What follows belongs to an exercise in optimizing a design on an open flow for small area and a short achievable clock period; a production flow would make more cautious choices. At most, simulation tests tie the RTL to the original design; equivalence was not proved. Only the layout flow was run in runs 2 and 4; the RTL was not checked for function there. No driver is modelled on the clock port, so clocking that relies on it looks cheaper here than on a real chip.

==> flow/design.v <==
module add #(
    parameter HALFWORD_WIDTH = 16
) (
    input  signed [HALFWORD_WIDTH-1:0] A,
    input  signed [HALFWORD_WIDTH-1:0] B,
    output signed [HALFWORD_WIDTH-1:0] out
);
  assign out = A + B;
endmodule
module signedm #(
    parameter DATA_SIZE      = 8,
    parameter HALFWORD_WIDTH = 16
) (
    input  signed [     DATA_SIZE-1:0] a,
                                       b,
    output signed [HALFWORD_WIDTH-1:0] data_out
);
  assign data_out = a * b;
endmodule
`timescale 1ns / 1ps
module pe (
    input               clk,
    input               rst,
    input  signed [7:0] weight,
    input  signed [7:0] inmap,
    input               inmap_vld,
    input               weight_vld,
    input  signed [7:0] bias,
    output signed [7:0] outmap,
    output              outmap_vld,
    output signed [15:0] outraw
);
  wire v = inmap_vld & weight_vld;
  reg  [4:0]  n;     
  reg  [15:0] acc;   
  wire z = (n == 5'd0);
  wire [15:0] base = z ? {{5{bias[7]}}, bias, 3'b0} : acc;
  wire [7:0] xg = inmap & {8{v}};
  wire one0 = xg[0] ^ 1'b0;
  wire two0 = (xg[1] & ~xg[0] & ~1'b0) | (~xg[1] & xg[0] & 1'b0);
  wire neg0 = xg[1] & ~(xg[0] & 1'b0);
  wire w0 = ((one0 & weight[0]) | (two0 & 1'b0)) ^ neg0;
  wire w1 = ((one0 & weight[1]) | (two0 & weight[0])) ^ neg0;
  wire w2 = ((one0 & weight[2]) | (two0 & weight[1])) ^ neg0;
  wire w3 = ((one0 & weight[3]) | (two0 & weight[2])) ^ neg0;
  wire w4 = ((one0 & weight[4]) | (two0 & weight[3])) ^ neg0;
  wire w5 = ((one0 & weight[5]) | (two0 & weight[4])) ^ neg0;
  wire w6 = ((one0 & weight[6]) | (two0 & weight[5])) ^ neg0;
  wire w7 = ((one0 & weight[7]) | (two0 & weight[6])) ^ neg0;
  wire w8 = ~(((one0 & weight[7]) | (two0 & weight[7])) ^ neg0);
  wire one1 = xg[2] ^ xg[1];
  wire two1 = (xg[3] & ~xg[2] & ~xg[1]) | (~xg[3] & xg[2] & xg[1]);
  wire neg1 = xg[3] & ~(xg[2] & xg[1]);
  wire w9 = ((one1 & weight[0]) | (two1 & 1'b0)) ^ neg1;
  wire w10 = ((one1 & weight[1]) | (two1 & weight[0])) ^ neg1;
  wire w11 = ((one1 & weight[2]) | (two1 & weight[1])) ^ neg1;
  wire w12 = ((one1 & weight[3]) | (two1 & weight[2])) ^ neg1;
  wire w13 = ((one1 & weight[4]) | (two1 & weight[3])) ^ neg1;
  wire w14 = ((one1 & weight[5]) | (two1 & weight[4])) ^ neg1;
  wire w15 = ((one1 & weight[6]) | (two1 & weight[5])) ^ neg1;
  wire w16 = ((one1 & weight[7]) | (two1 & weight[6])) ^ neg1;
  wire w17 = ~(((one1 & weight[7]) | (two1 & weight[7])) ^ neg1);
  wire one2 = xg[4] ^ xg[3];
  wire two2 = (xg[5] & ~xg[4] & ~xg[3]) | (~xg[5] & xg[4] & xg[3]);
  wire neg2 = xg[5] & ~(xg[4] & xg[3]);
  wire w18 = ((one2 & weight[0]) | (two2 & 1'b0)) ^ neg2;
  wire w19 = ((one2 & weight[1]) | (two2 & weight[0])) ^ neg2;
  wire w20 = ((one2 & weight[2]) | (two2 & weight[1])) ^ neg2;
  wire w21 = ((one2 & weight[3]) | (two2 & weight[2])) ^ neg2;
  wire w22 = ((one2 & weight[4]) | (two2 & weight[3])) ^ neg2;
  wire w23 = ((one2 & weight[5]) | (two2 & weight[4])) ^ neg2;
  wire w24 = ((one2 & weight[6]) | (two2 & weight[5])) ^ neg2;
  wire w25 = ((one2 & weight[7]) | (two2 & weight[6])) ^ neg2;
  wire w26 = ~(((one2 & weight[7]) | (two2 & weight[7])) ^ neg2);
  wire one3 = xg[6] ^ xg[5];
  wire two3 = (xg[7] & ~xg[6] & ~xg[5]) | (~xg[7] & xg[6] & xg[5]);
  wire neg3 = xg[7] & ~(xg[6] & xg[5]);
  wire w27 = ((one3 & weight[0]) | (two3 & 1'b0)) ^ neg3;
  wire w28 = ((one3 & weight[1]) | (two3 & weight[0])) ^ neg3;
  wire w29 = ((one3 & weight[2]) | (two3 & weight[1])) ^ neg3;
  wire w30 = ((one3 & weight[3]) | (two3 & weight[2])) ^ neg3;
  wire w31 = ((one3 & weight[4]) | (two3 & weight[3])) ^ neg3;
  wire w32 = ((one3 & weight[5]) | (two3 & weight[4])) ^ neg3;
  wire w33 = ((one3 & weight[6]) | (two3 & weight[5])) ^ neg3;
  wire w34 = ((one3 & weight[7]) | (two3 & weight[6])) ^ neg3;
  wire w35 = ~(((one3 & weight[7]) | (two3 & weight[7])) ^ neg3);
  wire s0 = base[0] ^ neg0 ^ w0;
  wire c0 = (base[0] & neg0) | (base[0] & w0) | (neg0 & w0);
  wire s1 = base[1] ^ w1 ^ c0;
  wire c1 = (base[1] & w1) | (base[1] & c0) | (w1 & c0);
  wire s2 = base[2] ^ neg1 ^ w2;
  wire c2 = (base[2] & neg1) | (base[2] & w2) | (neg1 & w2);
  wire s3 = w9 ^ s2 ^ c1;
  wire c3 = (w9 & s2) | (w9 & c1) | (s2 & c1);
  wire s4 = base[3] ^ w3 ^ w10;
  wire c4 = (base[3] & w3) | (base[3] & w10) | (w3 & w10);
  wire s5 = c2 ^ s4 ^ c3;
  wire c5 = (c2 & s4) | (c2 & c3) | (s4 & c3);
  wire s6 = base[4] ^ neg2 ^ w4;
  wire c6 = (base[4] & neg2) | (base[4] & w4) | (neg2 & w4);
  wire s7 = w11 ^ w18 ^ c4;
  wire c7 = (w11 & w18) | (w11 & c4) | (w18 & c4);
  wire s8 = s6 ^ s7 ^ c5;
  wire c8 = (s6 & s7) | (s6 & c5) | (s7 & c5);
  wire s9 = base[5] ^ w5 ^ w12;
  wire c9 = (base[5] & w5) | (base[5] & w12) | (w5 & w12);
  wire s10 = w19 ^ c6 ^ s9;
  wire c10 = (w19 & c6) | (w19 & s9) | (c6 & s9);
  wire s11 = c7 ^ s10 ^ c8;
  wire c11 = (c7 & s10) | (c7 & c8) | (s10 & c8);
  wire s12 = base[6] ^ neg3 ^ w6;
  wire c12 = (base[6] & neg3) | (base[6] & w6) | (neg3 & w6);
  wire s13 = w13 ^ w20 ^ w27;
  wire c13 = (w13 & w20) | (w13 & w27) | (w20 & w27);
  wire s14 = c9 ^ s12 ^ s13;
  wire c14 = (c9 & s12) | (c9 & s13) | (s12 & s13);
  wire s15 = c10 ^ s14 ^ c11;
  wire c15 = (c10 & s14) | (c10 & c11) | (s14 & c11);
  wire s16 = base[7] ^ w7 ^ w14;
  wire c16 = (base[7] & w7) | (base[7] & w14) | (w7 & w14);
  wire s17 = w21 ^ w28 ^ c12;
  wire c17 = (w21 & w28) | (w21 & c12) | (w28 & c12);
  wire s18 = c13 ^ s16 ^ c14;
  wire c18 = (c13 & s16) | (c13 & c14) | (s16 & c14);
  wire s19 = s17 ^ s18 ^ c15;
  wire c19 = (s17 & s18) | (s17 & c15) | (s18 & c15);
  wire s20 = 1'b1 ^ base[8] ^ w8;
  wire c20 = (1'b1 & base[8]) | (1'b1 & w8) | (base[8] & w8);
  wire s21 = w15 ^ w22 ^ w29;
  wire c21 = (w15 & w22) | (w15 & w29) | (w22 & w29);
  wire s22 = c16 ^ s20 ^ s21;
  wire c22 = (c16 & s20) | (c16 & s21) | (s20 & s21);
  wire s23 = c17 ^ s22 ^ c18;
  wire c23 = (c17 & s22) | (c17 & c18) | (s22 & c18);
  wire s24 = 1'b1 ^ base[9] ^ w16;
  wire c24 = (1'b1 & base[9]) | (1'b1 & w16) | (base[9] & w16);
  wire s25 = w23 ^ w30 ^ c20;
  wire c25 = (w23 & w30) | (w23 & c20) | (w30 & c20);
  wire s26 = c21 ^ s24 ^ c22;
  wire c26 = (c21 & s24) | (c21 & c22) | (s24 & c22);
  wire s27 = s25 ^ s26 ^ c23;
  wire c27 = (s25 & s26) | (s25 & c23) | (s26 & c23);
  wire s28 = base[10] ^ w17 ^ w24;
  wire c28 = (base[10] & w17) | (base[10] & w24) | (w17 & w24);
  wire s29 = w31 ^ c24 ^ s28;
  wire c29 = (w31 & c24) | (w31 & s28) | (c24 & s28);
  wire s30 = c25 ^ s29 ^ c26;
  wire c30 = (c25 & s29) | (c25 & c26) | (s29 & c26);
  wire s31 = 1'b1 ^ base[11] ^ w25;
  wire c31 = (1'b1 & base[11]) | (1'b1 & w25) | (base[11] & w25);
  wire s32 = w32 ^ c28 ^ s31;
  wire c32 = (w32 & c28) | (w32 & s31) | (c28 & s31);
  wire s33 = c29 ^ s32 ^ c30;
  wire c33 = (c29 & s32) | (c29 & c30) | (s32 & c30);
  wire s34 = base[12] ^ w26 ^ w33;
  wire c34 = (base[12] & w26) | (base[12] & w33) | (w26 & w33);
  wire s35 = c31 ^ s34 ^ c32;
  wire c35 = (c31 & s34) | (c31 & c32) | (s34 & c32);
  wire s36 = 1'b1 ^ base[13] ^ w34;
  wire c36 = (1'b1 & base[13]) | (1'b1 & w34) | (base[13] & w34);
  wire s37 = c34 ^ s36 ^ c35;
  wire c37 = (c34 & s36) | (c34 & c35) | (s36 & c35);
  wire s38 = base[14] ^ w35 ^ c36;
  wire c38 = (base[14] & w35) | (base[14] & c36) | (w35 & c36);
  wire s39 = 1'b1 ^ base[15] ^ c38;
  wire c39 = (1'b1 & base[15]) | (1'b1 & c38) | (base[15] & c38);
  wire [15:0] sx = {s39, s38, s37, s35, s33, s30, s27, s23, s19, s15, s11, s8, s5, s3, s1, s0};
  wire [15:0] sy = {1'b0, c37, 1'b0, c33, 1'b0, c27, 1'b0, c19, 1'b0, 1'b0, 1'b0, 1'b0, 1'b0, 1'b0, 1'b0, 1'b0};
  wire [15:0] t = sx + sy;
  assign outraw = t & {16{v}};
  wire [6:0] r = t[9:3] + t[2];
  assign outmap = {1'b0, r & {7{v & ~t[15]}}};
  assign outmap_vld = (n == 5'd24);
  always @(posedge clk) acc <= t;
  always @(posedge clk or posedge rst) begin
    if (rst) n <= 5'd0;
    else if (v) n <= (n == 5'd24) ? 5'd0 : n + 5'd1;
  end
endmodule
==> flow/flow/run.sh <==
#!/bin/bash
# Own layout flow: the standard ORFS layout, with port buffers of a small, fast buffer
# (buf_2) instead of the default the port buffering picks; every port still gets a buffer.
set -euo pipefail
export BUFFER_PORTS_ARGS="-buffer_cell sky130_fd_sc_hd__buf_2"
bash standard.sh > standard_flow.log 2>&1
==> flow/standard.sh <==
#!/bin/bash
# synth_recipe.tcl (not shown) runs the flow's synth.tcl, then flattens the netlist and writes it again
# the make line also repeats each setting of config.mk as NAME=value (left out here)
make -C /OpenROAD-flow-scripts/flow DESIGN_CONFIG=/design/flow/config.mk WORK_HOME=/design/flow/orfs CLKGATE_MAP_FILE= SYNTH_SCRIPT=/design/flow/synth_recipe.tcl "${@:-finish}"
==> flow/config.mk <==
export PLATFORM = sky130hd
export DESIGN_NAME = pe
export DESIGN_NICKNAME = pe
export VERILOG_FILES = /design/flow/design.v
export SDC_FILE = /design/flow/constraint.sdc
export NUM_CORES = 4
export LEC_CHECK = 0
export CAP_MARGIN = 20
export CORE_MARGIN = 2
export CORE_UTILIZATION = 40
export SETUP_SLACK_MARGIN = 1.0
export SLEW_MARGIN = 20
export TNS_END_PERCENT = 0
==> flow/constraint.sdc <==
create_clock -name core_clock -period 10.5 [get_ports {clk}]
set_input_delay 2.1000 -clock core_clock [delete_from_list [all_inputs] [get_ports {clk}]]
set_output_delay 2.1000 -clock core_clock [all_outputs]
set_load 0.01 [all_outputs]
==> results of run 1 <==
## layout make-up
class	instances	area, sq um	share of cell area [%]
multi-input combinational	260	2302	68.20
sequential	21	445.4	13.19
timing repair buffer	54	277.8	8.228
inverter	48	180.2	5.337
tap	99	123.9	3.669
clock buffer	3	41.29	1.223
clock inverter	1	5.005	0.1483
## cell usage in the layout, fill, tap and decap left out, types with 5 or more instances in the layout
master and n:
a21oi_1 15, a22oi_1 22, and2_1 6, and3_1 13, buf_2 51, dfrtp_1 5, dfxtp_1 16, fa_1 34
ha_1 16, inv_1 48, mux2i_1 6, nand2_1 28, nand3b_1 6, nor2_1 10, nor3_1 6, nor4_1 5
o21ai_0 10, xnor2_1 33, xor2_1 9
## stage by stage
stage          util [%]  std cells
3_5_place_dp      45.38        482
2_1_floorplan         -        355
5_1_grt           46.05        486
3_3_place_gp      45.38        482
6_report          46.05        486
4_1_cts           46.01        486
## routing by layer
layer	vias up	GRT usage (%)
met4	0	3.788
met1	1135	26.90
met5	-	0
met3	4	1.328
met2	77	25.86
li1	1227	-
## how the worst max path moves through the flow
stage	end	startpoint	cells past startpoint
after floorplan	outraw[14]	inmap[1]	24
after global placement	outmap[4]	inmap[3]	17
after detailed placement	outmap[4]	inmap[3]	17
after CTS	outmap[4]	inmap[3]	17
after global routing	outmap[4]	inmap[3]	17
final	outmap[6]	inmap[3]	17
## registers in the layout (all words and copies together), names as in the netlist
register  flops
acc          16
n             5
## logic make-up after synthesis
group	synth area share (%)
and+or+nand+nor	17.73
adders and majority gates	28.89
other	0.1230
buffers and inverters	9.971
muxes	2.708
xor gates and xnor gates	12.06
DFF	14.61
AOI/OAI and AO/OA	13.91
## repair_timing
item	4_1_cts	5_1_grt
setup endpoints to repair	0	7
hold endpoints to repair	0	0
gates resized for setup	0	1
## critical path: cells and delay by family
family	cells	cell delay (ps)
AND/OR/NAND/NOR	3	970
AO/OA/AOI/OAI	4	1130
buffers and inverters	3	350
adder cells (fa/ha/maj)	6	2460
XOR/XNOR	1	190
==> flow_metrics.tcl, run 1 <==
set metrics [dict create \
    clkSinkCount 21 \
    fmax_ghz 0.1074 \
    start_util_pct 41.59 \
    syn_avg_cell_area_sq_um 8.589 \
    routedLengthMet1_microns 3646 \
    hold_start "acc[0]" \
    slew_viol_final 0 \
    status "complete, no violations" \
    dr.max_layer_used "met4" \
    critPathLaunchType "primary input" \
    drc_errors 0 \
    track_usage_pct 17.22 \
    crit_path_end_kind "output pin" \
    drv_cap 0 \
    yosys-top-cells-area "fa_1 22%, dfxtp_1 11%, xnor2_1 9.5%" \
    yosys-top-cells-count "48 x inv_1, 34 x fa_1, 33 x xnor2_1" \
    totalWireLength_microns 6908 \
    reg2reg_from "n[0]" \
    worst_ep_required_time_ps 8400 \
    grt_pass1_wl_microns 11570 \
    place_ws_ps 1234 \
    fillers 729 \
    postLayoutSetupSlackWorst_ps 1191 \
    ys_ff_latch 21 \
    path_cells "buf_2 -> or3b_2 -> a21oi_1 -> a22oi_1 -> xnor2_1 -> fa_1 -> inv_1 -> fa_1 -> fa_1 -> fa_1 -> fa_1 -> ha_1 -> a211oi_1 -> a211o_1 -> and3_1 -> nor4_1 -> buf_2" \
    synth_warnings 1 \
    synth_edf_count 0 \
    synth_top_area_share_pct 22.32 \
    core_area_sq_um 7331 \
    drive_above_1_share_pct 18.35 \
    viasPerCell 5.027 \
    dieHeight_microns 91.31 \
    critPathMaxFanout 9 \
    netlist_instances 355 \
    syn_to_final_growth_pct 10.71 \
    h-tree-depth 1 \
    yosys.area.top_type "fa_1" \
    cts.clk_slew.worst_paths_ps 80 \
    wl_met2_microns 2863 \
    dp.final_hpwl_microns 5752 \
    clkLatencyLatePin_ps 260 \
    arrival_ps 7210 \
    synth_seq_area_share_pct 14.61 \
    dieArea_sq_um 8338 \
    r2r_setup_slack_ps 5160 \
    row_count 31 \
    num_vias 2443 \
    io_pins 53 \
    die_width_microns 91.31 \
    holdPathStages 2 \
    cp_slowest_cell "a21oi_1" \
    wl_per_cell_microns 14.21 \
    cts.path.max_buffers 2 \
    crit_type "primary input to output pin" \
    synthesis.nets 433 \
    rsz0062_at_grt "true" \
    worstMarginPinSlew_ps 656.0 \
    numCtsBuffers 3 \
    crit_top_cell "fa_1" \
    synth.most_common_cell "inv_1" \
    reg2reg_depth 21 \
    cts_setup_buffers 0 \
    tns_ps 0 \
    netlist_area_sq_um 3049 \
    ctsHoldBuffers 0 \
    post-route-period-util_pct 88.66 \
    grt_max_degree 21 \
    overflow 0 \
    ys_types 46 \
    hold_path.class "register to register" \
    hold_viol 0 \
    grt_antenna_before_repair 0 \
    ys.flop_type "dfxtp_1" \
    hold_end "acc[0]" \
    slew_headroom_pct 56.27 \
    r2r_end "acc[14]" \
    clockRootBuffer "clkbuf_8" \
    nNetsFinal 466 \
    place_congestion 0.8312 \
    cts_tree "yes" \
    synthArstFlopShare_pct 23.81 \
    drt_iter0_drc 111 \
    skew_ps 1.614 \
    met3_length_microns 340 \
    grt_pass1_vias 2330 \
    io_buffers 51 \
    final_antenna_net_count 0 \
    setup_violations 0 \
    first_pass_iters 5 \
    final.min_clock_period_ps 9309 \
    placed_cell_area_sq_um 3327 \
    postLayoutCellArea_sq_um 3376 \
    max_stage_delay_ps 550 \
    hold_ws_ps 525.7 \
    n_antenna_cell 0 \
]
==> run 2: changes to the inputs <==
--- a/flow/design.v
+++ b/flow/design.v
@@ -37,7 +37,7 @@
   wire [15:0] base = z ? {{5{bias[7]}}, bias, 3'b0} : acc;
   wire [7:0] xg = inmap & {8{v}};
-  wire one0 = xg[0] ^ 1'b0;
-  wire two0 = (xg[1] & ~xg[0] & ~1'b0) | (~xg[1] & xg[0] & 1'b0);
-  wire neg0 = xg[1] & ~(xg[0] & 1'b0);
+  wire one0 = inmap[0] ^ 1'b0;
+  wire two0 = (inmap[1] & ~inmap[0] & ~1'b0) | (~inmap[1] & inmap[0] & 1'b0);
+  wire neg0 = inmap[1] & ~(inmap[0] & 1'b0);
   wire w0 = ((one0 & weight[0]) | (two0 & 1'b0)) ^ neg0;
   wire w1 = ((one0 & weight[1]) | (two0 & weight[0])) ^ neg0;
@@ -49,7 +49,7 @@
   wire w7 = ((one0 & weight[7]) | (two0 & weight[6])) ^ neg0;
   wire w8 = ~(((one0 & weight[7]) | (two0 & weight[7])) ^ neg0);
-  wire one1 = xg[2] ^ xg[1];
-  wire two1 = (xg[3] & ~xg[2] & ~xg[1]) | (~xg[3] & xg[2] & xg[1]);
-  wire neg1 = xg[3] & ~(xg[2] & xg[1]);
+  wire one1 = inmap[2] ^ inmap[1];
+  wire two1 = (inmap[3] & ~inmap[2] & ~inmap[1]) | (~inmap[3] & inmap[2] & inmap[1]);
+  wire neg1 = inmap[3] & ~(inmap[2] & inmap[1]);
   wire w9 = ((one1 & weight[0]) | (two1 & 1'b0)) ^ neg1;
   wire w10 = ((one1 & weight[1]) | (two1 & weight[0])) ^ neg1;
@@ -61,7 +61,7 @@
   wire w16 = ((one1 & weight[7]) | (two1 & weight[6])) ^ neg1;
   wire w17 = ~(((one1 & weight[7]) | (two1 & weight[7])) ^ neg1);
-  wire one2 = xg[4] ^ xg[3];
-  wire two2 = (xg[5] & ~xg[4] & ~xg[3]) | (~xg[5] & xg[4] & xg[3]);
-  wire neg2 = xg[5] & ~(xg[4] & xg[3]);
+  wire one2 = inmap[4] ^ inmap[3];
+  wire two2 = (inmap[5] & ~inmap[4] & ~inmap[3]) | (~inmap[5] & inmap[4] & inmap[3]);
+  wire neg2 = inmap[5] & ~(inmap[4] & inmap[3]);
   wire w18 = ((one2 & weight[0]) | (two2 & 1'b0)) ^ neg2;
   wire w19 = ((one2 & weight[1]) | (two2 & weight[0])) ^ neg2;
@@ -73,7 +73,7 @@
   wire w25 = ((one2 & weight[7]) | (two2 & weight[6])) ^ neg2;
   wire w26 = ~(((one2 & weight[7]) | (two2 & weight[7])) ^ neg2);
-  wire one3 = xg[6] ^ xg[5];
-  wire two3 = (xg[7] & ~xg[6] & ~xg[5]) | (~xg[7] & xg[6] & xg[5]);
-  wire neg3 = xg[7] & ~(xg[6] & xg[5]);
+  wire one3 = inmap[6] ^ inmap[5];
+  wire two3 = (inmap[7] & ~inmap[6] & ~inmap[5]) | (~inmap[7] & inmap[6] & inmap[5]);
+  wire neg3 = inmap[7] & ~(inmap[6] & inmap[5]);
   wire w27 = ((one3 & weight[0]) | (two3 & 1'b0)) ^ neg3;
   wire w28 = ((one3 & weight[1]) | (two3 & weight[0])) ^ neg3;
@@ -172,5 +172,5 @@
   assign outmap = {1'b0, r & {7{v & ~t[15]}}};
   assign outmap_vld = (n == 5'd24);
-  always @(posedge clk) acc <= t;
+  always @(posedge clk) if (v) acc <= t;
   always @(posedge clk or posedge rst) begin
     if (rst) n <= 5'd0;
==> flow/run.sh (new file) <==
#!/bin/bash
# synth_recipe.tcl (not shown) runs the flow's synth.tcl, then flattens the netlist and writes it again
# the make line also repeats each setting of config.mk as NAME=value (left out here)
make -C /OpenROAD-flow-scripts/flow DESIGN_CONFIG=/design/flow/config.mk WORK_HOME=/design/flow/orfs CLKGATE_MAP_FILE= SYNTH_SCRIPT=/design/flow/synth_recipe.tcl finish
--- a/flow/config.mk
+++ b/flow/config.mk
@@ -9,5 +9,3 @@
 export CORE_MARGIN = 2
 export CORE_UTILIZATION = 40
-export SETUP_SLACK_MARGIN = 1.0
 export SLEW_MARGIN = 20
-export TNS_END_PERCENT = 0
removed: flow/flow/run.sh
removed: flow/standard.sh
==> run 2 against run 1 <==
Die area rose by 2.3%. Highest routed layer is now met3. Register-to-register slack worse by 100 ps. Via count grew 0.37%. Routed wire length grew 4.1%. Critical endpoint is now outmap[5]. Global-route usage is essentially flat. Core utilization grew 2.7 points. Non-clock buffer count grew 2. Still clean.
==> flow_metrics.tcl, run 2 <==
set metrics [dict create \
    yosys-top-cells-area "fa_1 22%, edfxtp_1 15%, xnor2_1 7.9%" \
    top_register "acc" \
    synth_seq_area_share_pct 19.40 \
    viasPerCell 5.151 \
    num_vias 2452 \
    synthesis.nets 414 \
    grt_use_met3_pct 2.034 \
    dieArea_sq_um 8527 \
    top_regs "acc (16), n (5)" \
    crit_top_cell "fa_1" \
    drv_cap 0 \
    postLayoutCellArea_sq_um 3731 \
    fmax_ghz 0.1013 \
    core_area_sq_um 7647 \
    grt_antenna_before_repair 0 \
    setup_violations 0 \
    hold_ws_ps 593.3 \
    synthArstFlopShare_pct 23.81 \
    netlist_area_sq_um 3122 \
    h-tree-depth 1 \
    critPathMaxFanout 15 \
    grt_pass1_wl_microns 11720 \
    io_buffers 51 \
    netlist_instances 336 \
    largest_register_ffs 16 \
    crit_type "primary input to output pin" \
    placed_cell_area_sq_um 3685 \
    final_cell_mix "51 x clkdlybuf4s50_1, 47 x inv_1, 34 x fa_1" \
    clkLatencyLatePin_ps 260 \
    yosys.area.top_type "fa_1" \
    row_count 32 \
    final.min_clock_period_ps 9868 \
    n_antenna_cell 0 \
    crit_path_end_kind "output pin" \
    ctsHoldBuffers 0 \
    path_cells "clkdlybuf4s50_1 -> buf_4 -> ha_1 -> nor2b_1 -> inv_2 -> xnor2_1 -> fa_1 -> inv_1 -> fa_1 -> fa_1 -> fa_1 -> fa_1 -> ha_1 -> a211oi_1 -> a211o_1 -> and3_1 -> nor4_1 -> clkdlybuf4s50_1" \
    syn_avg_cell_area_sq_um 9.291 \
    slew_viol_final 0 \
    synth_top_area_share_pct 21.80 \
    met1_usage_pct 23.45 \
    first_pass_iters 4 \
    die_width_microns 92.34 \
    slew_headroom_pct 59.48 \
    post_cts_resized 0 \
    final_common_cell "clkdlybuf4s50_1" \
    cts.clk_slew.worst_paths_ps 80 \
    synth_edf_count 16 \
    ys_ff_latch 21 \
    arrival_ps 7770 \
    start_util_pct 40.82 \
    status "complete, no violations" \
    synth_warnings 1 \
    tns_ps 0 \
    grt_max_degree 19 \
    dieHeight_microns 92.34 \
    nNetsFinal 453 \
    met2_usage_pct 30.90 \
    place_congestion 0.7982 \
    dp.final_hpwl_microns 5898 \
    hold_path.class "register to register" \
    track_usage_pct 17.18 \
    worstMarginPinSlew_ps 607.8 \
    skew_ps 2.127 \
    post-route-period-util_pct 93.98 \
    overflow 0 \
    clockRootBuffer "clkbuf_8" \
    cts_tree "yes" \
    drt_iter0_drc 142 \
    grt_pass1_vias 2371 \
    drc_errors 0 \
    worst_ep_required_time_ps 8400 \
    syn_to_final_growth_pct 19.52 \
    synth.most_common_cell "inv_1" \
    grt_busiest_layer "met2" \
    wl_per_cell_microns 15.10 \
    cts.path.max_buffers 2 \
    drive_above_1_share_pct 4.545 \
    ys_types 47 \
    yosys-top-cells-count "47 x inv_1, 34 x fa_1, 28 x xnor2_1" \
    totalWireLength_microns 7189 \
    max_stage_delay_ps 610 \
    hold_viol 0 \
    clkSinkCount 21 \
    cts_setup_buffers 0 \
    rsz0062_at_grt "false" \
    cp_slowest_cell "clkdlybuf4s50_1" \
    critPathLaunchType "primary input" \
    numCtsBuffers 3 \
    ys.flop_type "edfxtp_1" \
    io_pins 53 \
    final_antenna_net_count 0 \
]
==> run 2: cell count changes after synthesis, sizes merged, moves of 3 or more <==
| cell | previous run | this run |
|---|---|---|
| a21oi | 17 | 10 |
| mux2i | 6 | 14 |
| a211o | 4 | 1 |
| xnor2 | 33 | 28 |
| nor2b | 4 | 7 |
| edfxtp | 0 | 16 |
| a22oi | 22 | 25 |
| and3 | 13 | 6 |
| dfxtp | 16 | 0 |
| or3b | 3 | 0 |
==> run 2: critical path, delay by kind of cell <==
| family | cells | cell delay, ps |
|---|---|---|
| adders and majority gates | 7 | 2660 |
| buffers and inverters | 5 | 1440 |
| and+or+nand+nor | 3 | 940 |
| AOI/OAI and AO/OA | 2 | 410 |
| xor gates and xnor gates | 1 | 200 |
==> run 2: area by class of cell <==
class                   count  area [sq um]
clock buffers               3         41.29
clock inverters             1         5.005
fillers                   727          3916
inverters                  49         183.9
multi-input cells         244          2220
flip-flops and latches     21         605.6
well taps                 102         127.6
repair buffers             56         548.0
==> run 2: logic make-up after synthesis <==
| family | count (synthesis) | synth area share, % |
|---|---|---|
| buffers and inverters | 71 | 9.499 |
| flip-flops | 21 | 19.40 |
| XOR/XNOR | 36 | 10.10 |
| multiplexers | 15 | 4.850 |
| adder cells (fa/ha/maj) | 50 | 28.22 |
| AND/OR/NAND/NOR | 83 | 14.59 |
| other | 1 | 0.1201 |
| AO/OA/AOI/OAI | 59 | 13.23 |
==> run 2: final timing paths <==
| kind | from | endpoint | slack [ps] | depth (start not counted) |
|---|---|---|---|---|
| max in group asynchronous | rst | n[1] | 8290 | 2 |
| min in group asynchronous | rst | n[4] | 2040 | 2 |
| hold / removal | n[1] | n[3] | 590 | 2 |
| setup / recovery | inmap[1] | outmap[5] | 630 | 18 |
| hold reg to reg | n[1] | n[3] | 590 | 2 |
| setup reg to reg | n[0] | acc[15] | 5060 | 21 |
==> run 2: routing by layer <==
metal	vias to the layer above	share of wire, %
met4	0	0
li1	1198	-
met2	57	51
met3	0	3.6
met5	-	0
met1	1197	45
==> run 2: metrics by stage <==
step,util [%],setup slack [ps],cells
floorplan,-,1911,336
finish,48.79,632.1,476
CTS,48.79,651.8,476
detailed placement,48.18,666.2,472
global route,48.79,273.8,476
global placement,48.18,855.3,472
==> run 3: changes to the inputs <==
--- a/flow/design.v
+++ b/flow/design.v
@@ -37,7 +37,7 @@
   wire [15:0] base = z ? {{5{bias[7]}}, bias, 3'b0} : acc;
   wire [7:0] xg = inmap & {8{v}};
-  wire one0 = inmap[0] ^ 1'b0;
-  wire two0 = (inmap[1] & ~inmap[0] & ~1'b0) | (~inmap[1] & inmap[0] & 1'b0);
-  wire neg0 = inmap[1] & ~(inmap[0] & 1'b0);
+  wire one0 = xg[0] ^ 1'b0;
+  wire two0 = (xg[1] & ~xg[0] & ~1'b0) | (~xg[1] & xg[0] & 1'b0);
+  wire neg0 = xg[1] & ~(xg[0] & 1'b0);
   wire w0 = ((one0 & weight[0]) | (two0 & 1'b0)) ^ neg0;
   wire w1 = ((one0 & weight[1]) | (two0 & weight[0])) ^ neg0;
@@ -49,7 +49,7 @@
   wire w7 = ((one0 & weight[7]) | (two0 & weight[6])) ^ neg0;
   wire w8 = ~(((one0 & weight[7]) | (two0 & weight[7])) ^ neg0);
-  wire one1 = inmap[2] ^ inmap[1];
-  wire two1 = (inmap[3] & ~inmap[2] & ~inmap[1]) | (~inmap[3] & inmap[2] & inmap[1]);
-  wire neg1 = inmap[3] & ~(inmap[2] & inmap[1]);
+  wire one1 = xg[2] ^ xg[1];
+  wire two1 = (xg[3] & ~xg[2] & ~xg[1]) | (~xg[3] & xg[2] & xg[1]);
+  wire neg1 = xg[3] & ~(xg[2] & xg[1]);
   wire w9 = ((one1 & weight[0]) | (two1 & 1'b0)) ^ neg1;
   wire w10 = ((one1 & weight[1]) | (two1 & weight[0])) ^ neg1;
@@ -61,7 +61,7 @@
   wire w16 = ((one1 & weight[7]) | (two1 & weight[6])) ^ neg1;
   wire w17 = ~(((one1 & weight[7]) | (two1 & weight[7])) ^ neg1);
-  wire one2 = inmap[4] ^ inmap[3];
-  wire two2 = (inmap[5] & ~inmap[4] & ~inmap[3]) | (~inmap[5] & inmap[4] & inmap[3]);
-  wire neg2 = inmap[5] & ~(inmap[4] & inmap[3]);
+  wire one2 = xg[4] ^ xg[3];
+  wire two2 = (xg[5] & ~xg[4] & ~xg[3]) | (~xg[5] & xg[4] & xg[3]);
+  wire neg2 = xg[5] & ~(xg[4] & xg[3]);
   wire w18 = ((one2 & weight[0]) | (two2 & 1'b0)) ^ neg2;
   wire w19 = ((one2 & weight[1]) | (two2 & weight[0])) ^ neg2;
@@ -73,7 +73,7 @@
   wire w25 = ((one2 & weight[7]) | (two2 & weight[6])) ^ neg2;
   wire w26 = ~(((one2 & weight[7]) | (two2 & weight[7])) ^ neg2);
-  wire one3 = inmap[6] ^ inmap[5];
-  wire two3 = (inmap[7] & ~inmap[6] & ~inmap[5]) | (~inmap[7] & inmap[6] & inmap[5]);
-  wire neg3 = inmap[7] & ~(inmap[6] & inmap[5]);
+  wire one3 = xg[6] ^ xg[5];
+  wire two3 = (xg[7] & ~xg[6] & ~xg[5]) | (~xg[7] & xg[6] & xg[5]);
+  wire neg3 = xg[7] & ~(xg[6] & xg[5]);
   wire w27 = ((one3 & weight[0]) | (two3 & 1'b0)) ^ neg3;
   wire w28 = ((one3 & weight[1]) | (two3 & weight[0])) ^ neg3;
@@ -172,5 +172,5 @@
   assign outmap = {1'b0, r & {7{v & ~t[15]}}};
   assign outmap_vld = (n == 5'd24);
-  always @(posedge clk) if (v) acc <= t;
+  always @(posedge clk) acc <= t;
   always @(posedge clk or posedge rst) begin
     if (rst) n <= 5'd0;
==> flow/flow/run.sh (new file) <==
#!/bin/bash
# Own layout flow: the standard ORFS layout (standard.sh) with two changes:
#  - port buffers use buf_2 instead of the buffer the port buffering picks by default
#    (every input and output port still gets its own buffer);
#  - before clock-tree synthesis, a timing-driven sizing pass (gate upsizing and pin
#    swaps only, no new buffers) aims at a worst slack somewhat above the placed one.
set -euo pipefail
here=$(cd "$(dirname "$0")" && pwd)
export BUFFER_PORTS_ARGS="-buffer_cell sky130_fd_sc_hd__buf_2"
export PRE_CTS_TCL="$here/pre_cts.tcl"
export SIZE_EXTRA_SLACK="${SIZE_EXTRA_SLACK:-0.35}"
bash standard.sh > standard_flow.log 2>&1
==> flow/flow/pre_cts.tcl (new file) <==
# Timing-driven gate sizing before CTS: upsize gates and swap pins (no buffering) on the
# worst paths until the worst slack is SIZE_EXTRA_SLACK ns above what placement left.
estimate_parasitics -placement
set ws [worst_slack -max]
puts "pre_cts sizing: worst slack $ws, target [expr {$ws + $::env(SIZE_EXTRA_SLACK)}]"
repair_timing -setup -setup_margin [expr {$ws + $::env(SIZE_EXTRA_SLACK)}] \
  -sequence "sizeup,swap" -repair_tns 0 -verbose
puts "pre_cts sizing: worst slack now [worst_slack -max]"
==> flow/standard.sh (new file) <==
#!/bin/bash
# synth_recipe.tcl (not shown) runs the flow's synth.tcl, then flattens the netlist and writes it again
# the make line also repeats each setting of config.mk as NAME=value (left out here)
make -C /OpenROAD-flow-scripts/flow DESIGN_CONFIG=/design/flow/config.mk WORK_HOME=/design/flow/orfs CLKGATE_MAP_FILE= SYNTH_SCRIPT=/design/flow/synth_recipe.tcl "${@:-finish}"
removed: flow/run.sh
==> run 3 against run 2 <==
Still clean on timing, DRC and antenna. Routed wire length fell by 2.9%. Sequential share of layout area fell by 3.4 points. Maximum frequency rose by 10%. Via count fell by 0.16%. Final cell count rose by 2.1%. Synthesized area fell by 2.3%. Die area fell by 2.2%. Critical path type unchanged.
==> flow_metrics.tcl, run 3 <==
set metrics [dict create \
    synth_warnings 1 \
    postLayoutSetupSlackWorst_ps 1544 \
    clkLatencyLatePin_ps 260 \
    cp-startpoint "inmap_vld" \
    worstMarginPinSlew_ps 635.8 \
    hold_start "acc[0]" \
    totalWireLength_microns 6980 \
    synthesis.nets 433 \
    cts.clk_slew.worst_paths_ps 80 \
    grt_antenna_before_repair 0 \
    hold_ws_ps 525.7 \
    drive_above_1_share_pct 21.96 \
    drt_iter0_drc 111 \
    hold_path.class "register to register" \
    synth.most_common_cell "inv_1" \
    critPathLaunchType "primary input" \
    grt_pass1_vias 2356 \
    synth_edf_count 0 \
    netlist_instances 355 \
    io_buffers 51 \
    drc_errors 0 \
    largest_register_ffs 16 \
    slew_headroom_pct 57.49 \
    fmax_ghz 0.1117 \
    tns_ps 0 \
    top_register "acc" \
    syn_avg_cell_area_sq_um 8.589 \
    wl_per_cell_microns 14.36 \
    arrival_ps 6860 \
    yosys.area.top_type "fa_1" \
    cts_tree "yes" \
    hold_viol 0 \
    worst_ep_required_time_ps 8400 \
    crit_type "primary input to output pin" \
    skew_ps 1.866 \
    top_regs "acc (16), n (5)" \
    post-route-period-util_pct 85.30 \
    synth_seq_area_share_pct 14.61 \
    ys.flop_type "dfxtp_1" \
    crit_top_cell "fa_1" \
    overflow 0 \
    synth_top_area_share_pct 22.32 \
    cts_setup_buffers 0 \
    path_delay_family "adder cells" \
    yosys-top-cells-area "fa_1 22%, dfxtp_1 11%, xnor2_1 9.5%" \
    dieHeight_microns 91.31 \
    fillers 722 \
    first_pass_iters 4 \
    status "complete, no violations" \
    viasPerCell 5.037 \
    cp_slowest_cell "nand3b_1" \
    num_vias 2448 \
    slew_viol_final 0 \
    crit_path_end_kind "output pin" \
    max_stage_delay_ps 520 \
    core_area_sq_um 7331 \
    nNetsFinal 466 \
    ys_ff_latch 21 \
    place_ws_ps 1234 \
    row_count 31 \
    critPathMaxFanout 14 \
    numCtsBuffers 3 \
    cp_num_buf_inv 4 \
    dp.final_hpwl_microns 5752 \
    n_antenna_cell 0 \
    setup_violations 0 \
    io_pins 53 \
    reg2reg_from "n[0]" \
    seqCellArea_sq_um 445.4 \
    final_cell_mix "49 x buf_2, 48 x inv_1, 33 x xnor2_1" \
    grt_max_degree 21 \
    syn_to_final_growth_pct 13.71 \
    netlist_area_sq_um 3049 \
    multiInputGateArea_sq_um 2389 \
    yosys-top-cells-count "48 x inv_1, 34 x fa_1, 33 x xnor2_1" \
    place_congestion 0.8312 \
    clkSinkCount 21 \
    rsz0062_at_grt "false" \
    drv_cap 0 \
    grt_pass1_wl_microns 11760 \
    path_cells "clkbuf_4 -> and3_1 -> ha_1 -> nand3b_1 -> xnor2_1 -> fa_1 -> inv_1 -> fa_1 -> fa_2 -> fa_1 -> inv_1 -> fa_1 -> nand3b_1 -> a211o_1 -> and3_4 -> nor4_2 -> buf_2" \
    start_util_pct 41.59 \
    final_antenna_net_count 0 \
    synthArstFlopShare_pct 23.81 \
    track_usage_pct 17.48 \
    die_width_microns 91.31 \
    ys_types 46 \
    dieArea_sq_um 8338 \
    final_common_cell "buf_2" \
    final.min_clock_period_ps 8956 \
]
[run 3: changes by cell type after synthesis, sizes merged, moves of 3 or more]
cell    previous run  this run
a22oi             25        22
a21oi             10        17
dfxtp              0        16
mux2i             14         6
xnor2             28        33
and3               6        13
a211o              1         4
edfxtp            16         0
nor2b              7         4
or3b               0         3
[run 3: final cells by class]
class                   instances  share of cell area, %
repair buffers                 54                  8.156
well taps                      99                  3.573
multi-input cells             260                  68.89
clock inverters                 1                 0.1444
clock buffers                   3                  1.191
inverters                      48                  5.197
flip-flops and latches         21                  12.85
[run 3: final timing paths]
check,endpoint,slack (ps),cells past startpoint
min in group asynchronous,n[3],1720,2
min reg2reg,acc[0],530,2
max,outmap[4],1540,17
min,acc[0],530,2
max reg2reg,acc[14],5160,21
max in group asynchronous,n[2],8600,2
[run 3: cells by family after synthesis]
kind of cell | Yosys count | share of synthesized area, %
muxes | 8 | 2.708
adders and majority gates | 50 | 28.89
DFF | 21 | 14.61
AOI/OAI and AO/OA | 62 | 13.91
xor gates and xnor gates | 42 | 12.06
buffers and inverters | 74 | 9.971
and+or+nand+nor | 97 | 17.73
other | 1 | 0.1230
[run 3: what timing repair did]
item                                    CTS  global route
hold buffers                              0             0
endpoints found under the setup margin   11             0
gates resized for setup                  20             0
[run 3: metal layers]
| metal | global-route usage, % | share of wire, % | wire (microns) | vias up |
|---|---|---|---|---|
| met5 | 0 | 0 | 0 | - |
| met4 | 3.788 | 0.60 | 42 | 0 |
| met3 | 1.411 | 5.0 | 346 | 2 |
| met2 | 26.23 | 42 | 2951 | 70 |
| met1 | 27.29 | 52 | 3641 | 1148 |
| li1 | - | - | - | 1228 |
[run 3: worst min-delay path: cells and delay by family (launching register included)]
family | cells | cell delay (ps)
xor gates and xnor gates | 1 | 90
and+or+nand+nor | 1 | 90
DFF | 1 | 310
[run 3: per-stage QoR]
stage               instance area, sq um  std cells  utilization [%]
floorplan                           3049        355                -
detailed placement                  3327        482            45.38
CTS                                 3467        486            47.29
global route                        3467        486            47.29
finish                              3467        486            47.29
global placement                    3327        482            45.38
==> run 4: changes to the inputs <==
--- a/flow/design.v
+++ b/flow/design.v
@@ -139,35 +139,35 @@
   wire s26 = c21 ^ s24 ^ c22;
   wire c26 = (c21 & s24) | (c21 & c22) | (s24 & c22);
-  wire s27 = s25 ^ s26 ^ c23;
-  wire c27 = (s25 & s26) | (s25 & c23) | (s26 & c23);
-  wire s28 = base[10] ^ w17 ^ w24;
-  wire c28 = (base[10] & w17) | (base[10] & w24) | (w17 & w24);
-  wire s29 = w31 ^ c24 ^ s28;
-  wire c29 = (w31 & c24) | (w31 & s28) | (c24 & s28);
-  wire s30 = c25 ^ s29 ^ c26;
-  wire c30 = (c25 & s29) | (c25 & c26) | (s29 & c26);
-  wire s31 = 1'b1 ^ base[11] ^ w25;
-  wire c31 = (1'b1 & base[11]) | (1'b1 & w25) | (base[11] & w25);
-  wire s32 = w32 ^ c28 ^ s31;
-  wire c32 = (w32 & c28) | (w32 & s31) | (c28 & s31);
-  wire s33 = c29 ^ s32 ^ c30;
-  wire c33 = (c29 & s32) | (c29 & c30) | (s32 & c30);
-  wire s34 = base[12] ^ w26 ^ w33;
-  wire c34 = (base[12] & w26) | (base[12] & w33) | (w26 & w33);
-  wire s35 = c31 ^ s34 ^ c32;
-  wire c35 = (c31 & s34) | (c31 & c32) | (s34 & c32);
-  wire s36 = 1'b1 ^ base[13] ^ w34;
-  wire c36 = (1'b1 & base[13]) | (1'b1 & w34) | (base[13] & w34);
-  wire s37 = c34 ^ s36 ^ c35;
-  wire c37 = (c34 & s36) | (c34 & c35) | (s36 & c35);
-  wire s38 = base[14] ^ w35 ^ c36;
-  wire c38 = (base[14] & w35) | (base[14] & c36) | (w35 & c36);
-  wire s39 = 1'b1 ^ base[15] ^ c38;
-  wire c39 = (1'b1 & base[15]) | (1'b1 & c38) | (base[15] & c38);
-  wire [15:0] sx = {s39, s38, s37, s35, s33, s30, s27, s23, s19, s15, s11, s8, s5, s3, s1, s0};
-  wire [15:0] sy = {1'b0, c37, 1'b0, c33, 1'b0, c27, 1'b0, c19, 1'b0, 1'b0, 1'b0, 1'b0, 1'b0, 1'b0, 1'b0, 1'b0};
+  wire hs0 = s25 ^ s26;
+  wire hc0 = s25 & s26;
+  wire s27 = base[10] ^ w17 ^ w24;
+  wire c27 = (base[10] & w17) | (base[10] & w24) | (w17 & w24);
+  wire s28 = w31 ^ c24 ^ s27;
+  wire c28 = (w31 & c24) | (w31 & s27) | (c24 & s27);
+  wire s29 = c25 ^ s28 ^ c26;
+  wire c29 = (c25 & s28) | (c25 & c26) | (s28 & c26);
+  wire s30 = 1'b1 ^ base[11] ^ w25;
+  wire c30 = (1'b1 & base[11]) | (1'b1 & w25) | (base[11] & w25);
+  wire s31 = w32 ^ c27 ^ s30;
+  wire c31 = (w32 & c27) | (w32 & s30) | (c27 & s30);
+  wire hs1 = c28 ^ s31;
+  wire hc1 = c28 & s31;
+  wire s32 = base[12] ^ w26 ^ w33;
+  wire c32 = (base[12] & w26) | (base[12] & w33) | (w26 & w33);
+  wire s33 = c30 ^ s32 ^ c31;
+  wire c33 = (c30 & s32) | (c30 & c31) | (s32 & c31);
+  wire s34 = 1'b1 ^ base[13] ^ w34;
+  wire c34 = (1'b1 & base[13]) | (1'b1 & w34) | (base[13] & w34);
+  wire hs2 = c32 ^ s34;
+  wire hc2 = c32 & s34;
+  wire s35 = base[14] ^ w35 ^ c34;
+  wire c35 = (base[14] & w35) | (base[14] & c34) | (w35 & c34);
+  wire s36 = 1'b1 ^ base[15] ^ c35;
+  wire c36 = (1'b1 & base[15]) | (1'b1 & c35) | (base[15] & c35);
+  wire [15:0] sx = {s36, hc2, hs2, hc1, hs1, hc0, c23, s23, s19, s15, s11, s8, s5, s3, s1, s0};
+  wire [15:0] sy = {1'b0, s35, c33, s33, c29, s29, hs0, c19, 1'b0, 1'b0, 1'b0, 1'b0, 1'b0, 1'b0, 1'b0, 1'b0};
   wire [15:0] t = sx + sy;
+  wire [6:0] r = t[9:3] + t[2];
   assign outraw = t & {16{v}};
-  wire [6:0] r = t[9:3] + t[2];
   assign outmap = {1'b0, r & {7{v & ~t[15]}}};
   assign outmap_vld = (n == 5'd24);
==> flow/flow/run.sh (replaced) <==
#!/bin/bash
# Own layout flow: the standard ORFS layout, with port buffers of a small, fast buffer
# (buf_2) instead of the default the port buffering picks; every port still gets a buffer.
set -euo pipefail
export BUFFER_PORTS_ARGS="-buffer_cell sky130_fd_sc_hd__buf_2"
bash standard.sh > standard_flow.log 2>&1
--- a/flow/config.mk
+++ b/flow/config.mk
@@ -6,4 +6,5 @@
 export NUM_CORES = 4
 export LEC_CHECK = 0
+export ABC_AREA = 1
 export CAP_MARGIN = 20
 export CORE_MARGIN = 2
removed: flow/flow/pre_cts.tcl
==> run 4 against run 3 <==
Still clean on timing, DRC and antenna. Worst setup slack worse by 310 ps. Worst hold slack better by 31 ps. Critical path depth up 8. Flip-flop and latch count stayed put. Sequential share of layout area down 0.83 points. Critical endpoint is now outraw[12]. Largest cell class unchanged.
==> flow_metrics.tcl, run 4 <==
set metrics [dict create \
    r2r_setup_slack_ps 5640 \
    post_cts_resized 0 \
    place_ws_ps 1210 \
    ys.flop_type "dfxtp_1" \
    crit_type "primary input to output pin" \
    totalWireLength_microns 8173 \
    synth.most_common_cell "nand2_1" \
    r2r_end "acc[14]" \
    first_pass_iters 5 \
    netlist_instances 471 \
    critPathMaxFanout 28 \
    nNetsFinal 598 \
    max_stage_delay_ps 430 \
    postLayoutSetupSlackWorst_ps 1236 \
    hold_ws_ps 556.4 \
    final_cell_mix "107 x nand2_1, 99 x inv_1, 51 x buf_2" \
    grt_pass1_vias 3003 \
    synth_warnings 1 \
    path_delay_family "adder cells" \
    cts_tree "yes" \
    yosys-top-cells-count "107 x nand2_1, 99 x inv_1, 33 x nor2_1" \
    io_pins 53 \
    drv_cap 0 \
    ctsHoldBuffers 0 \
    clkSinkCount 21 \
    drc_errors 0 \
    row_count 33 \
    numCtsBuffers 3 \
    synth_top_area_share_pct 19.28 \
    netlist_area_sq_um 3322 \
    overflow 0 \
    final_common_cell "nand2_1" \
    arrival_ps 7160 \
    slew_viol_final 0 \
    synth_seq_area_share_pct 13.41 \
    drive_above_1_share_pct 15.12 \
    io_buffers 51 \
    n_antenna_cell 0 \
    yosys-top-cells-area "fa_1 19%, nand2_1 12%, inv_1 11%" \
    cts_setup_buffers 0 \
    hold_start "acc[0]" \
    dp.final_hpwl_microns 6699 \
    drt_iter0_drc 182 \
    worst_ep_required_time_ps 8400 \
    ys_ff_latch 21 \
    grt_antenna_before_repair 0 \
    syn_avg_cell_area_sq_um 7.053 \
    final.min_clock_period_ps 9264 \
    crit_top_cell "fa_1" \
    place_congestion 0.9066 \
    rsz0062_at_grt "false" \
    cts.path.max_buffers 2 \
    crit_path_end_kind "output pin" \
    tns_ps 0 \
    synthArstFlopShare_pct 23.81 \
    synthesis.nets 552 \
    largest_register_ffs 16 \
    setup_violations 0 \
    h-tree-depth 1 \
    hold_path.class "register to register" \
    hold_viol 0 \
    cts.clk_slew.worst_paths_ps 80 \
    grt_pass1_wl_microns 13680 \
    final_antenna_net_count 0 \
    ys_types 36 \
    critPathLaunchType "primary input" \
    reg2reg_depth 26 \
    post-route-period-util_pct 88.23 \
    top_regs "acc (16), n (5)" \
    viasPerCell 4.874 \
    clockRootBuffer "clkbuf_8" \
    track_usage_pct 19.47 \
    start_util_pct 40.84 \
    dieArea_sq_um 9050 \
    hold_end "acc[0]" \
    status "complete, no violations" \
    holdPathStages 3 \
    wl_per_cell_microns 13.16 \
    cp_slowest_cell "fa_1" \
    core_area_sq_um 8134 \
    reg2reg_from "n[1]" \
    clkLatencyLatePin_ps 270 \
    num_vias 3027 \
    top_register "acc" \
    dieHeight_microns 95.13 \
    skew_ps 4.701 \
    syn_to_final_growth_pct 11.56 \
    yosys.area.top_type "fa_1" \
    fmax_ghz 0.1079 \
    synth_edf_count 0 \
    cp_num_buf_inv 8 \
    grt_max_degree 29 \
    die_width_microns 95.13 \
]
==> run 4: changes by cell type in the layout (fill, tap and decap cells not counted), sizes merged, moves of 22 or more <==
cell and delta:
nor2 +32, inv +56, a22oi -22, xnor2 -27, nand2 +82, nand3 +35
==> run 4: worst max-delay path by stage <==
stage,startpoint,end,cells past startpoint
after global routing,inmap_vld,outraw[12],25
after floorplan,inmap_vld,outraw[12],25
after global placement,inmap_vld,outraw[12],25
after CTS,inmap_vld,outraw[12],25
after detailed placement,inmap_vld,outraw[12],25
final,inmap_vld,outraw[12],25
==> run 4: through the flow <==
stage / utilization (%) / instances / area (sq um)
CTS: 45.56 / 621 / 3706
floorplan: - / 471 / 3322
finish: 45.56 / 621 / 3706
global route: 45.56 / 621 / 3706
global placement: 45.01 / 617 / 3661
detailed placement: 45.01 / 617 / 3661
==> run 4: logic make-up (layout without fill, tap and decap cells) <==
kind of cell	count (synthesis)	after routing	share of synthesized area, %
simple gates	196	196	27.76
buf+inv	114	159	13.18
compound gates	60	60	11.30
fa+ha+maj	53	53	27.19
xor+xnor	21	21	5.537
flops	21	21	13.41
mux	5	5	1.507
other cells	1	1	0.1129
==> run 4: worst reg2reg max path, cell delays in order (launching register included) <==
cell and delay, ps:
dfrtp_1 400, inv_1 70, ha_1 170, inv_1 90
nor2_4 50, nand2_4 210, inv_1 110, nand2_1 70
nand2_1 70, fa_1 410, inv_1 70, fa_1 430
fa_1 390, inv_1 70, fa_1 150, inv_1 50
fa_1 370, fa_1 370, inv_1 60, ha_1 170
inv_1 60, fa_1 400, inv_1 90, nand4_1 90
nand3_1 110, xnor2_1 150, inv_1 60
==> run 4: area by class of cell <==
cell class,instances,area [sq um]
tap,105,131.4
timing repair buffer,51,255.2
multi-input combinational,336,2439
fill,843,4428
sequential,21,445.4
clock buffer,4,45.04
inverter,104,390.4
==> run 4: metal layers <==
metal	global-route usage (%)	part of all wire [%]	wire length, microns
met5	0	0	0
met4	3.986	1.0	82
met3	2.688	5.3	430
met2	35.39	50	4099
met1	24.48	44	3559

[port drivers added, routing unchanged]
No port has a modelled driver above. Below, the same layouts with a new extraction and two added sets of constraints. Step 1 (the two cells are an assumption about what drives the block):
set clk [get_ports {clk}]
set_driving_cell -lib_cell sky130_fd_sc_hd__clkbuf_16 $clk
set_driving_cell -lib_cell sky130_fd_sc_hd__buf_2 [delete_from_list [all_inputs] $clk]
Step 2 also shifts input and output timing later by t, the mid clock arrival at the registers, as if the neighbouring blocks saw the same clock. Three values: no drivers, after step 1, after step 2; two values: the first two.
| run | t, ns | slack for setup (ns) | worst register clock-pin slew, ns | worst data-port slew with drivers (ns) |
|---|---|---|---|---|
| run 1 | 0.284 | 1.191 / 1.172 / 1.172 | 0.08 / 0.08 | 0.03 |
| run 2 | 0.286 | 0.632 / 0.608 / 0.608 | 0.08 / 0.08 | 0.04 |
| run 3 | 0.284 | 1.544 / 1.516 / 1.516 | 0.08 / 0.08 | 0.03 |
| run 4 | 0.300 | 1.236 / 1.215 / 1.215 | 0.08 / 0.08 | 0.03 |
After both steps setup and hold are still met in every run listed. The setup slack of run 3, which loses most, moves by -0.028 ns with the drivers and by -0.028 ns with both steps.
